Context: an optimization exercise on an open-source flow, tuned for small area. The choices shown serve that exercise and are no tape-out recipe. Function not checked in this run: the RTL went through the layout flow alone. Power and IR drop assume default switching activity.

==> flow/design.v <==
`timescale 1ns / 1ps
module main
(clk, rst, JA,Left, Right,Up, Down,  sw,led, seg, an );
input clk,rst,Up,Down,Left,Right;
input [7:0] sw;
parameter BeginState = 0;
parameter Upp = 10;
parameter Downn = 11;
parameter Leftt = 12;
parameter Rightt = 13;
parameter UpandDown = 14;
parameter UpandLeft = 15; 
parameter upandRight = 16;
parameter DownandLeft = 17;
parameter DownandRight = 18;
parameter LeftandRight = 19;
parameter NO = 20;
output [7:0] JA;
output [7:0] led;
output [6:0] seg;
output [3:0] an;
wire oneHz;
wire display;
wire combo_en;
wire [13:0] score;
wire [13:0] comboCount;
wire [6:0] randomNum;
wire [4:0] randomArrow;
wire [1:0] state;
wire [4:0] curArrow0;
wire [4:0] curArrow1;
wire [4:0] curArrow2;
wire [4:0] curArrow3;
wire correctHit;
wire incorrectHit;
wire [3:0] multiplier;
wire partialArrow;
wire left_key_press,right_key_press,up_key_press,down_key_press;
clock firstclock ( 
.clk(clk),
 .rst(rst),
 .state(state),
 .oneHz_CLK(oneHz),
 .display_CLK(display)
 );
stateGenerator Findstate (
.output_state(state), 
.display_combo_en(combo_en), 
.clk(clk), .rst(rst), .pauseSwitch(sw[6]), 
.Right(Right), 
.Left(Left),
.combo(sw[7]));
random Numberrandom(
.clk(clk), 
.rst(rst), 
.metronome_clk(oneHz), 
.sw(sw[7:1]), 
.random_num(randomNum), 
.random_arrow(randomArrow), 
.state(state));
score Findscore (
.clk(clk), 
.rst(rst), 
.state(state), 
.multiplier(multiplier), 
.comboCount(comboCount),
 .score(score),
 .correctHit(correctHit),
 .incorrectHit(incorrectHit));
arrow Calarrow(
.state(state),
 .clk(clk),
 .rst(rst),
 .metronome_clk(oneHz),
 .next_arrow(randomArrow),
 .arrow0(curArrow0),
 .arrow1(curArrow1),
 .arrow2(curArrow2),
 .arrow3(curArrow3));
display Display (
.seg(seg),
 .an(an),
 .clk(clk),
 .rst(rst),
 .tick(display),
 .metronome_clk(oneHz),
 .state(state),
 .cur_arrow0(curArrow0),
 .cur_arrow1(curArrow1),
 .cur_arrow2(curArrow2),
 .cur_arrow3(curArrow3),
 .score(score),
 .comboCount(comboCount)
 , .combo_enable(combo_en));
collision Calmatch(
.partialArrow(partialArrow),
 .clk(clk),
 .rst(rst),
 .state(state),
 .metronome_clk(oneHz),
 .Up(Up),
 .Down(Down),
 .Left(Left),
 .Right(Right),
 .arrow(curArrow3),
 .correctHit(correctHit),
 .incorrectHit(incorrectHit));
music music(.clk(clk), .rst(rst),
    .speaker(JA[0]));
assign JA[4] = 0;
assign JA[3:1] = 3'b000;
assign JA[7:5] = 3'b000;
assign led[7] = correctHit;assign led[6] = incorrectHit;assign led[5] = state[1];assign led[4] = state[0];assign led[3] = multiplier[3];assign led[2] = multiplier[2];assign led[1] = multiplier[1];assign led[0] = multiplier[0];
endmodule
`timescale 1ns / 1ps             
module clock 
( clk, rst, state,oneHz_CLK,display_CLK);
input clk;
input rst;
input [1:0] state;
parameter ResetState = 2;
parameter val=7;    
wire [2:0] Cscreen;
output oneHz_CLK;
output display_CLK;
wire [8:0]  CountOneHz;
reg [7:0]   DividOneHz;
reg   OneHz_reg;   
reg   Screen_reg; 
reg [2:0] ScreenDivid;
assign CountOneHz= DividOneHz+ 1;
assign Cscreen = ScreenDivid + 1;
always @ (posedge clk)
    if (rst || state == ResetState)     
		begin
			Screen_reg <= 0;ScreenDivid<= 0;DividOneHz<= 0;OneHz_reg<= 0;				
        end
    else                          
		begin
			if(ScreenDivid== val)       
				begin
				  Screen_reg <= 1;ScreenDivid<= 0;           
				end
			else
				begin
					ScreenDivid<= Cscreen[2:0];Screen_reg <= 0; 
				end
			if( Screen_reg)               
				begin
					DividOneHz<= CountOneHz[7:0];OneHz_reg<= ~CountOneHz[8];
				end
		end
assign oneHz_CLK = OneHz_reg;
assign display_CLK =  Screen_reg;
endmodule
module stateGenerator 
(output_state, display_combo_en,Right, clk, rst, Left, pauseSwitch,combo
	);
output [1:0] output_state;
output display_combo_en;
input combo,Right,Left,pauseSwitch,clk,rst;
parameter BeginState = 0;
parameter PauseState = 1;
parameter ResetState = 2;
wire Reset_press;
reg display_combo_reg;
reg [1:0] state;
wire 			Reset;         
reg [1:0]	 Reset_tmp_reg;
assign Reset_press = Right;
assign Reset = Reset_tmp_reg[0];
wire 			ShowCombo;
wire			ShowCombotmp;
reg [1:0]	ShowComboReg;
always @ (posedge clk)              
	if (rst)
		Reset_tmp_reg<= 2'b00;
	else if (Reset_press)
   begin
		Reset_tmp_reg<= 2'b11;
	end
	else begin
		Reset_tmp_reg <= {1'b0, Reset_tmp_reg[1]};
   end
assign ShowCombotmp = combo;
assign ShowCombo = ShowComboReg[0];
always @ (posedge clk)     
	if (rst)
		ShowComboReg <= 2'b00;
	else if (ShowCombotmp)
	begin
		ShowComboReg <= 2'b11;
	end
	else begin
		ShowComboReg <= {1'b0, ShowComboReg[1]};
   end
always @ (posedge clk)  
    if (rst)
        begin
            state <= ResetState;
            display_combo_reg <= 0;
        end
    else
    begin
        if (!pauseSwitch)                                  
            begin
                state <= BeginState;                           
            end
        else
		       begin
                if (Reset)                                 
                    state <= ResetState;                   
                else
                    state <= PauseState;                   
             end
        if (pauseSwitch && ShowCombo)                       
            display_combo_reg <= 1;                                
        else 
            display_combo_reg <= 0;                               
    end   
assign output_state = state;
assign display_combo_en = display_combo_reg;
endmodule 
`timescale 1ns / 1ps
module random
(clk, rst, metronome_clk, sw, state,random_num,random_arrow);
input clk;
input rst;
input metronome_clk;
input [1:0] state;
input [6:0] sw;
output [6:0] random_num;
output [4:0] random_arrow;
parameter Resetstate = 2;
reg [6:0] RandomR;
reg Re;
reg metronome_prev;
wire metronome_rise;
always @ (posedge clk)
    if (rst)
        metronome_prev <= 0;
    else
        metronome_prev <= metronome_clk;
assign metronome_rise = metronome_clk & ~metronome_prev;
always @ (posedge clk)
begin
    if (rst) begin
        RandomR <= 0;
        Re <= 0;
    end
    else if(state == Resetstate)
        RandomR <= sw;
    else if (metronome_rise) begin
        Re <= random_num[6] + RandomR[6-1] + 1;
       RandomR <= {Re, RandomR[6:1]};
    end
end
assign random_num = RandomR;
assign random_arrow = (RandomR % 11) + 10;
endmodule
`timescale 1ns / 1ps 
module score
(clk, rst, correctHit, incorrectHit, state,score, comboCount, multiplier);
input [1:0] state;
input correctHit,incorrectHit,clk,rst;
parameter BeginState = 0;
parameter ResetState = 2;
output [13:0] score;
output [13:0] comboCount;
output [3:0] multiplier;
reg [13:0] score_reg;
reg [3:0] multiplier_reg;
reg [13:0] combos;
reg [2:0] MMissed;
reg [2:0] HHit;
reg isHit;
reg isMissed;
always @ (posedge clk) if (rst) begin
    MMissed <= 0;
    isMissed <= 0;
end else begin                              
    MMissed <= {incorrectHit, MMissed[2:1]};
    isMissed <= ~MMissed[0] & MMissed[1];
end
always @ (posedge clk) if (rst) begin
    HHit <= 0;
    isHit <= 0;
end else begin                              
    HHit <= {correctHit, HHit[2:1]};
    isHit <= ~HHit[0] & HHit[1];
end
reg [13:0] score_reg_n;
reg [3:0] multiplier_reg_n;
reg [13:0] combos_n;
always @(posedge clk) if (rst) begin
    score_reg <= 0;
    multiplier_reg <= 1;
    combos <= 0;
end else begin
    score_reg_n = score_reg; multiplier_reg_n = multiplier_reg; combos_n = combos;
    if (isHit) begin                                       
        if (combos_n >= 6)
            multiplier_reg_n = 4;
        else if (combos_n >= 3)
            multiplier_reg_n = 2;
        else
            multiplier_reg_n = 1;
    end
    if (isMissed) begin                                 
        multiplier_reg_n = 1;   
        combos_n = 0;
    end
    case(state)                                                           
        BeginState: begin 
            score_reg_n = score_reg_n + (isHit * multiplier_reg_n);
            combos_n = combos_n + isHit;
        end
		  ResetState: begin                                                    
            multiplier_reg_n = 1;
				score_reg_n = 0;
            combos_n = 0;
        end
    endcase
    score_reg <= score_reg_n; multiplier_reg <= multiplier_reg_n; combos <= combos_n;
end
assign score = score_reg;
assign comboCount = combos;
assign multiplier = multiplier_reg;
endmodule
`timescale 1ns / 1ps
module arrow
(arrow0, arrow1, arrow2, arrow3,clk, rst, metronome_clk, next_arrow, state);
input clk,rst,metronome_clk;
input [4:0] next_arrow;
input [1:0] state;
parameter BeginState = 0;
parameter ResetState = 2;
output [4:0] arrow0;
output [4:0] arrow1;
output [4:0] arrow2;
output [4:0] arrow3;
reg [4:0] Regtmp;
reg [4:0] Reg1tmp;
reg [4:0] Reg2tmp;
reg [4:0] Reg3tmp;
reg [2:0] clockReg;
reg Isposclock;
always @ (posedge clk) if (rst) begin
    clockReg <= 0;
    Isposclock <= 0;
end else begin                             
    clockReg <= {metronome_clk, clockReg[2:1]};
	 Isposclock <= ~clockReg[0] & clockReg[1];
end
reg [4:0] Regtmp_n, Reg1tmp_n, Reg2tmp_n, Reg3tmp_n;
always @ (posedge clk) if (rst) begin
    Reg3tmp <= 20;Reg2tmp <= 20;Reg1tmp <= 20;Regtmp <= 20;
end else begin
    Regtmp_n = Regtmp; Reg1tmp_n = Reg1tmp; Reg2tmp_n = Reg2tmp; Reg3tmp_n = Reg3tmp;
    case(state)                               
        BeginState: begin
            if(Isposclock) begin
            Reg3tmp_n = Reg2tmp_n;Reg2tmp_n = Reg1tmp_n;Reg1tmp_n = Regtmp_n;Regtmp_n = next_arrow;
            end
        end
        ResetState: begin
            Reg3tmp_n = 20;Reg2tmp_n = 20;Reg1tmp_n = 20;Regtmp_n = 20;
        end
    endcase
    Regtmp <= Regtmp_n; Reg1tmp <= Reg1tmp_n; Reg2tmp <= Reg2tmp_n; Reg3tmp <= Reg3tmp_n;
end
assign arrow0 = Regtmp,arrow1 = Reg1tmp,arrow2 = Reg2tmp,arrow3 = Reg3tmp;
endmodule
`timescale 1ns / 1ps
module display
(seg, an,clk, rst, tick, metronome_clk, state, cur_arrow0, cur_arrow1, cur_arrow2, cur_arrow3, score, comboCount, combo_enable);
input clk,rst,tick,metronome_clk, combo_enable;
input [1:0] state;
input [4:0] cur_arrow3;
input [4:0] cur_arrow2;
input [4:0] cur_arrow1;
input [4:0] cur_arrow0;
input [13:0] score;
input [13:0] comboCount;
parameter BeginState = 0;
parameter PauseState = 1;
parameter NUM_ARROWS = 11,ARROW_UP = 10,ARROW_DOWN = 11,ARROW_LEFT = 12,ARROW_RIGHT = 13,ARROW_UP_DOWN = 14,ARROW_UP_LEFT = 15,ARROW_UP_RIGHT = 16,ARROW_DOWN_LEFT = 17,ARROW_DOWN_RIGHT = 18,ARROW_LEFT_RIGHT = 19,ARROW_NONE = 20;
output [6:0] seg;
output [3:0] an;
reg [1:0] DisReg;  
reg [4:0] NumToBeDis;  
reg [3:0] anToDisplay;
reg [6:0] segToDisplay;
reg [4:0] tmpx;
reg [4:0] tmpy;
reg [4:0] tmpz;
reg [4:0] tmpq;
reg [2:0] PosClockReg;
reg isPosClock;
always @ (posedge clk)
  if (rst) begin
    PosClockReg <= 0;
    isPosClock <= 0;
  end else if (tick) begin
    PosClockReg <= {metronome_clk,PosClockReg[2:1]};
    isPosClock <= ~PosClockReg[1] & PosClockReg[2];
  end
always @(posedge clk)
  if (rst) begin
    DisReg = 0;
    NumToBeDis = 20;
    anToDisplay = 4'b1111;
    segToDisplay = 7'b1111111;
    tmpx = 20;
    tmpy = 20;
    tmpz = 20;
    tmpq = 20;
  end else if (tick) begin
    case(state)
        PauseState: begin       
            if (!combo_enable)
            begin
	            tmpq = score % 10;tmpx = score / 1000;
	            tmpy = (score % 1000) / 100;tmpz = (score % 100) / 10;
            end
				else
            begin
	            tmpq = comboCount % 10;tmpx = comboCount / 1000;
					tmpz = (comboCount % 100) / 10;tmpy = (comboCount % 1000) / 100;
            end
        end
		  BeginState: begin
            if(isPosClock) begin 
                tmpx = cur_arrow0;tmpq = cur_arrow3; 
                tmpz = cur_arrow2;tmpy = cur_arrow1;
            end
        end
    endcase
	DisReg = DisReg + 1;
	case(DisReg)
		3: begin
			anToDisplay = 4'b1110;NumToBeDis = tmpq;
		end
		2: begin
			anToDisplay = 4'b1101;NumToBeDis = tmpz;
		end
		0: begin
			anToDisplay = 4'b0111;NumToBeDis = tmpx;
		end
		1: begin
			anToDisplay = 4'b1011;NumToBeDis = tmpy;
		end
	endcase
    case(NumToBeDis)
        0: segToDisplay = 7'b1000000;                       
        1: segToDisplay = 7'b1111001;                       
        2: segToDisplay = 7'b0100100;                       
        3: segToDisplay = 7'b0110000;                       
        4: segToDisplay = 7'b0011001;                       
        5: segToDisplay = 7'b0010010;                       
        6: segToDisplay = 7'b0000010;                       
        7: segToDisplay = 7'b1111000;                       
        8: segToDisplay = 7'b0000000;                       
        9: segToDisplay = 7'b0011000;                       
        10: segToDisplay = 7'b1111110;                      
        11: segToDisplay = 7'b1110111;                      
        12: segToDisplay = 7'b1001111;                      
        13: segToDisplay = 7'b1111001;                      
        14: segToDisplay = 7'b1111110 & 7'b1110111;         
        15: segToDisplay = 7'b1111110 & 7'b1001111;         
        16: segToDisplay = 7'b1111110 & 7'b1111001;         
        17: segToDisplay = 7'b1110111 & 7'b1001111;         
        18: segToDisplay = 7'b1110111 & 7'b1111001;         
        19: segToDisplay = 7'b1001111 & 7'b1111001;         
        20: segToDisplay =7'b1111111;                       
    endcase
end
assign seg = segToDisplay;
assign an = anToDisplay;
endmodule
`timescale 1ns / 1ps
module collision
(clk, rst, metronome_clk, Up,correctHit, Down, Left, Right, arrow,partialArrow, state, incorrectHit);
input clk,rst,metronome_clk,Up,Down,Left,Right;
input [1:0] state;
input [4:0] arrow;
output correctHit,incorrectHit,partialArrow;
parameter BeginState = 0;
parameter Upp = 10;
parameter Downn = 11;
parameter Leftt = 12;
parameter Rightt = 13;
parameter UpandDown = 14;
parameter UpandLeft = 15; 
parameter upandRight = 16;
parameter DownandLeft = 17;
parameter DownandRight = 18;
parameter LeftandRight = 19;
parameter NO = 20;
reg [2:0] posedge_up;
reg is_posedge_up;
reg [2:0] posedge_down;
reg is_posedge_down;
reg [2:0] posedge_left;
reg is_posedge_left;
reg [2:0] posedge_right;
reg is_posedge_right;
reg [2:0] posedge_metronome_clk;
reg is_posedge_metronome_clk;
reg hasPressedPartialArrow;
reg [4:0] keysPressed;
reg correctHit_reg;
reg incorrectHit_reg;
always @ (posedge clk) if (rst) begin
    posedge_right <= 0;
    is_posedge_right <= 0;
end else begin
    posedge_right <= {Right, posedge_right[2:1]};                  
    is_posedge_right <= ~posedge_right[0] & posedge_right[1];
end
always @ (posedge clk) if (rst) begin
    posedge_left <= 0;
    is_posedge_left <= 0;
end else begin
    posedge_left <= {Left, posedge_left[2:1]};                   
    is_posedge_left <= ~posedge_left[0] & posedge_left[1];
end
always @ (posedge clk) if (rst) begin
    posedge_up <= 0;
    is_posedge_up <= 0;
end else begin                   
    posedge_up <= {Up, posedge_up[2:1]};                   
    is_posedge_up <= ~posedge_up[0] & posedge_up[1];
end
always @ (posedge clk) if (rst) begin
    posedge_down <= 0;
    is_posedge_down <= 0;
end else begin
    posedge_down <= {Down, posedge_down[2:1]};                   
    is_posedge_down <= ~posedge_down[0] & posedge_down[1];
end
always @ (posedge clk) if (rst) begin
    posedge_metronome_clk <= 0;
    is_posedge_metronome_clk <= 0;
end else begin          
    posedge_metronome_clk <= {metronome_clk, posedge_metronome_clk[2:1]};     
    is_posedge_metronome_clk <= ~posedge_metronome_clk[0] & posedge_metronome_clk[1];
end
reg [4:0] keysPressed_n;
reg correctHit_reg_n, incorrectHit_reg_n, hasPressedPartialArrow_n;
always @(posedge clk) if (rst) begin
    keysPressed <= 20;correctHit_reg <= 0;
    hasPressedPartialArrow <= 0;incorrectHit_reg <= 0;
end else begin
    keysPressed_n = keysPressed; correctHit_reg_n = correctHit_reg; incorrectHit_reg_n = incorrectHit_reg; hasPressedPartialArrow_n = hasPressedPartialArrow;
    if(is_posedge_metronome_clk) begin                  
        keysPressed_n = 20;correctHit_reg_n = 0;
        hasPressedPartialArrow_n = 0;incorrectHit_reg_n = 0;
    end
    if(state == BeginState) begin
        if(metronome_clk && !correctHit_reg_n && !incorrectHit_reg_n) begin
             if(is_posedge_left) begin                          
                case(keysPressed_n) 
                    NO: keysPressed_n = Leftt;Rightt: keysPressed_n = LeftandRight;
                    Upp: keysPressed_n = UpandLeft;Downn: keysPressed_n = DownandLeft;
                    default: incorrectHit_reg_n = 1;
                endcase
            end
            if(is_posedge_right) begin
                case(keysPressed_n)                               
                    NO: keysPressed_n = Rightt;Leftt: keysPressed_n = LeftandRight;
                    Upp: keysPressed_n = upandRight;Downn: keysPressed_n = DownandRight;
                    default: incorrectHit_reg_n = 1;
                endcase
            end
				if(is_posedge_up) begin 
                case(keysPressed_n)                               
                    Leftt: keysPressed_n = UpandLeft; NO: keysPressed_n = Upp; 
                    Rightt: keysPressed_n = upandRight;Downn: keysPressed_n = UpandDown;
                    default: incorrectHit_reg_n = 1;
                endcase
            end
            if(is_posedge_down) begin                            
                case(keysPressed_n) 
                    NO: keysPressed_n = Downn;Leftt: keysPressed_n = DownandLeft;
                    Rightt: keysPressed_n = DownandRight;Upp: keysPressed_n = UpandDown;
                    default: incorrectHit_reg_n = 1;
                endcase
            end
            if(keysPressed_n == arrow) begin       
                correctHit_reg_n = 1;
                hasPressedPartialArrow_n = 0;
            end
            else if(keysPressed_n != NO) begin
                        hasPressedPartialArrow_n = 0;
                if(!hasPressedPartialArrow_n && !correctHit_reg_n)
                    incorrectHit_reg_n = 1;
            end  
        end 
        else if(!metronome_clk) begin    
            if(is_posedge_up || is_posedge_down || is_posedge_left || is_posedge_right) begin
                incorrectHit_reg_n = 1;
            end                       
            if(!incorrectHit_reg_n && !correctHit_reg_n) begin
                incorrectHit_reg_n = 1;
            end
        end
    end 
    keysPressed <= keysPressed_n; correctHit_reg <= correctHit_reg_n; incorrectHit_reg <= incorrectHit_reg_n; hasPressedPartialArrow <= hasPressedPartialArrow_n;
end
assign partialArrow = hasPressedPartialArrow;assign correctHit = correctHit_reg;assign incorrectHit = incorrectHit_reg;
endmodule
 module music(
	input clk,
	input rst,
	output reg speaker
);
reg [1:0] q;
always @(posedge clk)
begin 
    if (rst)
        q <= 0;
    else
        q <= q+1;
end
wire clk25MHz_rise = (q == 2'd2);
reg [19:0] tone;
always @(posedge clk)
    if (rst)
        tone <= 0;
    else if (clk25MHz_rise)
        tone <= tone+20'd1;
wire [7:0] fullnote;
music_ROM get_fullnote(.clk(clk), .rst(rst), .address(tone[19:12]), .note(fullnote));
wire [2:0] octave;
wire [3:0] note;
divide_by12 get_octave_and_note(.numerator(fullnote[5:0]), .quotient(octave), .remainder(note));
reg [8:0] clkdivider;
always @*
case(note)
	 0: clkdivider = 9'd511; 
	 1: clkdivider = 9'd482; 
	 2: clkdivider = 9'd455; 
	 3: clkdivider = 9'd430; 
	 4: clkdivider = 9'd405; 
	 5: clkdivider = 9'd383; 
	 6: clkdivider = 9'd361; 
	 7: clkdivider = 9'd341; 
	 8: clkdivider = 9'd322; 
	 9: clkdivider = 9'd303; 
	10: clkdivider = 9'd286; 
	11: clkdivider = 9'd270; 
	default: clkdivider = 9'd0;
endcase
reg [8:0] counter_note;
reg [7:0] counter_octave;
always @(posedge clk) if (rst) counter_note <= 0; else counter_note <= counter_note==0 ? clkdivider : counter_note-9'd1;
always @(posedge clk) if (rst) counter_octave <= 0; else if(counter_note==0) counter_octave <= counter_octave==0 ? 8'd255 >> octave : counter_octave-8'd1;
always @(posedge clk) if (rst) speaker <= 0; else if(counter_note==0 && counter_octave==0 && fullnote!=0 && tone[11:8]!=0) speaker <= ~speaker;
endmodule
module music_ROM(
	input clk,
	input rst,
	input [7:0] address,
	output reg [7:0] note
);
always @(posedge clk)
if (rst)
	note <= 8'd0;
else
case(address)
      0: note<= 8'd31;   
      1: note<= 8'd31;   
	  2: note<= 8'd31;   
	  3: note<= 8'd31;   
	  4: note<= 8'd31;   
	  5: note<= 8'd31;   
      6: note<= 8'd31;   
      7: note<= 8'd31;   
      8: note<= 8'd31;   
      9: note<= 8'd31;   
      10: note<= 8'd31;   
      11: note<= 8'd31;   
      12: note<= 8'd31;   
	  13: note<= 8'd31;   
	  14: note<= 8'd31;   
	  15: note<= 8'd31;   
	  16: note<= 8'd31;   
	  17: note<= 8'd31;   
      18: note<= 8'd31;   
      19: note<= 8'd31;   
      20: note<= 8'd31;   
      21: note<= 8'd31;   
      22: note<= 8'd21;   
      23: note<= 8'd21;   
      24: note<= 8'd31;   
	  25: note<= 8'd31;   
	  26: note<= 8'd31;   
	  27: note<= 8'd31;   
	  28: note<= 8'd31;   
	  29: note<= 8'd31;   
      30: note<= 8'd31;   
      31: note<= 8'd31;   
      32: note<= 8'd31;   
      33: note<= 8'd31;   
      34: note<= 8'd31;   
      35: note<= 8'd31;   
      36: note<= 8'd31;   
	  37: note<= 8'd31;   
      38: note<= 8'd31;   
	  39: note<= 8'd31;   
      40: note<= 8'd25;   
      41: note<= 8'd25;   
      42: note<= 8'd25;   
      43: note<= 8'd25;   
      44: note<= 8'd23;   
      45: note<= 8'd23;   
      46: note<= 8'd21;  
      47: note<= 8'd21;  
      48: note<= 8'd31;   
      49: note<= 8'd31;   
      50:  note<= 8'd31;   
      51: note<= 8'd31;   
      52: note<= 8'd31;   
      53: note<= 8'd31;   
      54: note<= 8'd28;  
      55: note<= 8'd28;  
      56: note<= 8'd31;  
      57: note<= 8'd31;  
      58: note<= 8'd31;  
      59: note<= 8'd31;  
      60: note<= 8'd21;  
      61: note<= 8'd21;  
      62: note<= 8'd23;  
      63: note<= 8'd23;  
      64: note<= 8'd31;  
      65: note<= 8'd31;  
      66: note<= 8'd21;  
      67: note<= 8'd21;  
      68: note<= 8'd31;  
      69: note<= 8'd31;  
      70: note<= 8'd31;  
      71: note<= 8'd31;  
      72: note<= 8'd25;  
      73: note<= 8'd25;  
      74: note<= 8'd23;  
      75: note<= 8'd23;  
      76: note<= 8'd28;   
      77: note<= 8'd28;   
      78: note<= 8'd26;  
      79: note<= 8'd26;  
      80: note<= 8'd26;  
      81: note<= 8'd26;  
      82: note<= 8'd23;  
      83: note<= 8'd23;  
      84: note<= 8'd21;  
      85: note<= 8'd21;  
      86: note<= 8'd31;   
      87: note <= 8'd31;     
      88: note<= 8'd31;   
      89: note <= 8'd31;     
      90: note<= 8'd31;  
      91: note<= 8'd31;  
      92: note<= 8'd31;  
	  93: note<= 8'd31;  
      94: note<= 8'd31;   
      95: note<= 8'd31;  
      96: note<= 8'd28;   
      97: note<= 8'd28;   
	  98: note<= 8'd26;  
      100: note<= 8'd26;  
      101: note<= 8'd31;  
      102: note<= 8'd31;  
	default: note <= 8'd0;
endcase
endmodule
module divide_by12(
	input [5:0] numerator,   
	output reg [2:0] quotient, 
	output [3:0] remainder
);
reg [1:0] remainder3to2;
always @(numerator[5:2])
case(numerator[5:2])
	 0: begin quotient=0; remainder3to2=0; end
	 1: begin quotient=0; remainder3to2=1; end
	 2: begin quotient=0; remainder3to2=2; end
	 3: begin quotient=1; remainder3to2=0; end
	 4: begin quotient=1; remainder3to2=1; end
	 5: begin quotient=1; remainder3to2=2; end
	 6: begin quotient=2; remainder3to2=0; end
	 7: begin quotient=2; remainder3to2=1; end
	 8: begin quotient=2; remainder3to2=2; end
	 9: begin quotient=3; remainder3to2=0; end
	10: begin quotient=3; remainder3to2=1; end
	11: begin quotient=3; remainder3to2=2; end
	12: begin quotient=4; remainder3to2=0; end
	13: begin quotient=4; remainder3to2=1; end
	14: begin quotient=4; remainder3to2=2; end
	15: begin quotient=5; remainder3to2=0; end
endcase
assign remainder[1:0] = numerator[1:0];   
assign remainder[3:2] = remainder3to2;   
endmodule
==> flow/run.sh <==
#!/bin/bash
# synth_recipe.tcl (not shown) runs the flow's synth.tcl, then flattens the netlist and writes it again
# the make line also repeats each setting of config.mk as NAME=value (left out here)
make -C /OpenROAD-flow-scripts/flow DESIGN_CONFIG=/design/flow/config.mk WORK_HOME=/design/flow/orfs CLKGATE_MAP_FILE= SYNTH_SCRIPT=/design/flow/synth_recipe.tcl finish
==> flow/config.mk <==
export PLATFORM = sky130hd
export DESIGN_NAME = main
export DESIGN_NICKNAME = main
export VERILOG_FILES = /design/flow/design.v
export SDC_FILE = /design/flow/constraint.sdc
export NUM_CORES = 4
export LEC_CHECK = 0
export ABC_AREA = 1
export CAP_MARGIN = 20
export CORE_MARGIN = 2
export CORE_UTILIZATION = 40
export SLEW_MARGIN = 20
==> flow/constraint.sdc <==
create_clock -name core_clock -period 150.0 [get_ports {clk}]
set_input_delay 30.0000 -clock core_clock [delete_from_list [all_inputs] [get_ports {clk}]]
set_output_delay 30.0000 -clock core_clock [all_outputs]
set_load 0.01 [all_outputs]
==> impl_metrics.json <==
{
  "number_of_antenna_violations_at_the_first_check_in_global_routing": 0,
  "setup_total_neg_slack_ns": 0,
  "cts_hold_buf": 0,
  "grt_start_max_net_pins": 70,
  "detail_route.iter0.violations": 728,
  "worst_case_clock_buffer_depth": 2,
  "detail_route.wl_per_cell_um": 11.9,
  "cp_slowest_cell": "sky130_fd_sc_hd__dfxtp_1",
  "outcome": "timing/DRC/antenna clean",
  "floorplan.die_area_um2": 39300,
  "grt_use_total_pct": 18.2,
  "footprint_of_the_multi_input_gates_um2": 9350,
  "dr.pass1.iters": 5,
  "synth_simple_gate_area_share_pct": 38.1,
  "syn_to_layout_area_delta_pct": 8.26,
  "synth-warning-count": 10,
  "share_of_post_route_cells_with_drive_strength_above_1_pct": 9.83,
  "synth_top_cells_by_area": "sky130_fd_sc_hd__dfxtp_1 (26%), sky130_fd_sc_hd__nand2_1 (14%), sky130_fd_sc_hd__inv_1 (8.5%)",
  "cp.required_ns": 120.00,
  "ios": 41,
  "timing.critical_path.buf_inv": 1,
  "largest_register_ff_count": 20,
  "ant_nets": 0,
  "grt_pass1_vias": 13600,
  "cellPowerDensity_nw_per_um2": 15.2,
  "std_cell_rows": 71,
  "yosys.cell_types.count": 74,
  "timing_max_transition_violations_final": 0,
  "cp-end-kind": "output pin",
  "floorplan.core_area_um2": 37400,
  "p_leak_nw": 7.89,
  "synthAdderAreaFrac_pct": 3.78,
  "synthMuxAreaShare_pct": 0.133,
  "crit_fanout": 13,
  "grt_pass1_wl_um": 60500,
  "period_minus_slack_ns": 31.79,
  "grt_overflow": 0,
  "post-route-period-util_pct": 21.2,
  "fill_cells": 4004,
  "dominant_combinational_cell_family_by_area_after_synthesis": "simple AND/OR/NAND/NOR gates",
  "cts_tree": "done",
  "vdd_ir_drop_max_mv": 0.0227,
  "hp-class": "reg2reg",
  "dp.final_hpwl_um": 26800,
  "placedCellCount": 2931,
  "count_of_flip_flops_with_a_built_in_enable_after_synthesis": 0,
  "antennaDiodeCount": 0,
  "postSynthAreaPerCell_um2": 6.21,
  "post_synth_most_frequent_cells": "sky130_fd_sc_hd__nand2_1 (558), sky130_fd_sc_hd__inv_1 (340), sky130_fd_sc_hd__nor2_1 (281), sky130_fd_sc_hd__dfxtp_1 (195), sky130_fd_sc_hd__nand3_1 (144)",
  "clock_sinks": 195,
  "initial_utilization_pct": 40.4,
  "cpPeakStageDelay_ns": 0.70,
  "holdWs_ns": 0.385,
  "timing.clock.skew_ns": 0.0129,
  "max_freq_mhz": 31.5,
  "synthesis.area_um2": 15100,
  "fin_cells": 2962,
  "rsz0062_at_grt": "no",
  "worst-setup-path-type": "reg2out",
  "worst_slew_margin_rel_pct": 32.3,
  "hold_viol": 0,
  "htree_levels": 4,
  "worst-slew-pin-transition_ns": 1.01,
  "post_synth_xor_area_fraction_pct": 3.76,
  "utilization_pct": 43.7,
  "timing.critical_path.cells": "clkdlybuf4s50_1",
  "root_buffer": "sky130_fd_sc_hd__clkbuf_16",
  "dr_total_vias": 14800,
  "yosys_reg_bits": 195,
  "cp_top_delay_family": "flip-flops",
  "postSynth.asyncResetShare_pct": 0,
  "post-synth-top-area-fraction_pct": 25.8,
  "setup_failing_eps_final": 0,
  "number_of_buffers_added_by_the_clock_tree_synthesis_step": 17,
  "cts_resized": 0,
  "worstSkewPairLatency_ns": 0.44,
  "area_taken_by_flip_flops_and_latches_um2": 3900,
  "critical_path_arrival_ns": 1.79,
  "maxCapViolations": 0,
  "postCtsSetupRepairBufs": 0,
  "synth_top_flop_cell": "sky130_fd_sc_hd__dfxtp_1",
  "synth.most_common_cell": "sky130_fd_sc_hd__nand2_1",
  "critical_path.startpoint_type": "flip-flop",
  "synth_compound_gate_area_share_pct": 15.9,
  "routed_wl_um": 35300,
  "netlist.top_cell.by_area": "sky130_fd_sc_hd__dfxtp_1",
  "post_drt_via_cell_ratio": 5.01,
  "syn_inst": 2432,
  "die_h_um": 198,
  "gp_congestion": 0.852,
  "die_x_extent_um": 198,
  "clk_transition_reported_paths_ns": 0.07,
  "drc": 0,
  "port-buffer-count": 32,
  "synth-seq-area-share_pct": 25.8,
  "number_of_nets_in_the_finished_design": 2498
}
[report_power, final]
group	switching, W	internal, W	total (W)
Clock	0.0000202	0.0000223	0.0000425
Combinational	0.0000999	0.0000500	0.000150
Sequential	0.00000202	0.0000544	0.0000564
Total	0.000122	0.000127	0.000249
[per-layer routing]
layer	up-vias	global-route usage, %	wire length (um)
li1	7865	-	-
met1	6730	22.5	16700
met2	219	33.2	17000
met3	35	1.87	990
met4	0	5.12	584
met5	-	0	0
[path summary, 6_finish.rpt]
path / from / slack [ns] / cells past startpoint / to
worst max-delay path: Findstate.state[0] / 118.21 / 1 / led[4]
worst min-delay path: Findscore.HHit[0] / 0.39 / 1 / Findscore.isHit
worst min register to register: Findscore.HHit[0] / 0.39 / 1 / Findscore.isHit
worst max register to register: Findstate.display_combo_reg / 139.21 / 83 / Display.segToDisplay[2]
[stage by stage]
stage               total power [W]  setup WS [ns]  area [um^2]
CTS                        0.000250         118.18        16300
global placement           0.000203         118.35        15800
global route               0.000276         118.12        16300
detailed placement         0.000207         118.37        15800
floorplan                  0.000183         118.97        15100
finish                     0.000249         118.21        16300
[cell type report]
type / count / share of cell area (%)
multi-input cells: 1777 / 57.2
flip-flops and latches: 195 / 23.9
inverters: 407 / 9.36
well taps: 511 / 3.91
clock buffers: 22 / 2.84
repair buffers: 41 / 2.36
clock inverters: 9 / 0.444
[logic make-up after synthesis]
logic type,Yosys count
simple gates,1243
buf+inv,467
compound gates,415
flops,195
xor+xnor,64
fa+ha+maj,45
mux,2
other cells,1
[layout by cell type, fill, tap and decap left out, drive strengths merged, types with 4 or more instances in the layout]
cell type,synthesis,final
nor3,57,57
o21a,4,4
o21ai,171,171
a31oi,18,18
a22oi,18,18
xnor2,7,7
o211ai,9,9
xor2,57,57
dfxtp,195,195
clkinv,14,17
nor4,14,14
clkbuf,28,22
or2,9,9
conb,1,8
nor2,309,309
a211oi,5,5
inv,393,397
nand3b,6,6
o22ai,4,4
nand3,169,169
a221oi,11,11
o21bai,4,4
a21oi,139,139
nand2,626,626
o221ai,8,8
buf,32,10
nand4,46,46
ha,44,44
clkdlybuf4s50,0,31

==> afterwards: timing with drivers on the ports <==
How much do the figures lean on ideal ports? The routed layout below was timed once more, with nothing changed but the port constraints. Step 1: set_driving_cell puts a clkbuf_16 on clk and a buf_2 on each other input, an assumption about the parent block. Step 2 moves the port delays by t, midway between the first and last clock arrival at a register: inputs arrive t later, outputs are due t later. That takes back most of the time a late clock gives input paths. Three values: ideal ports, drivers, drivers and shift; two values: the first two.
t, ns: 0.482
setup slack, ns: 118.207 / 118.160 / 118.318
cell pins on the clock port's net: 1
After both steps this run still meets setup and hold. The setup slack of this run moves by -0.047 ns with the drivers and by +0.111 ns with both steps.
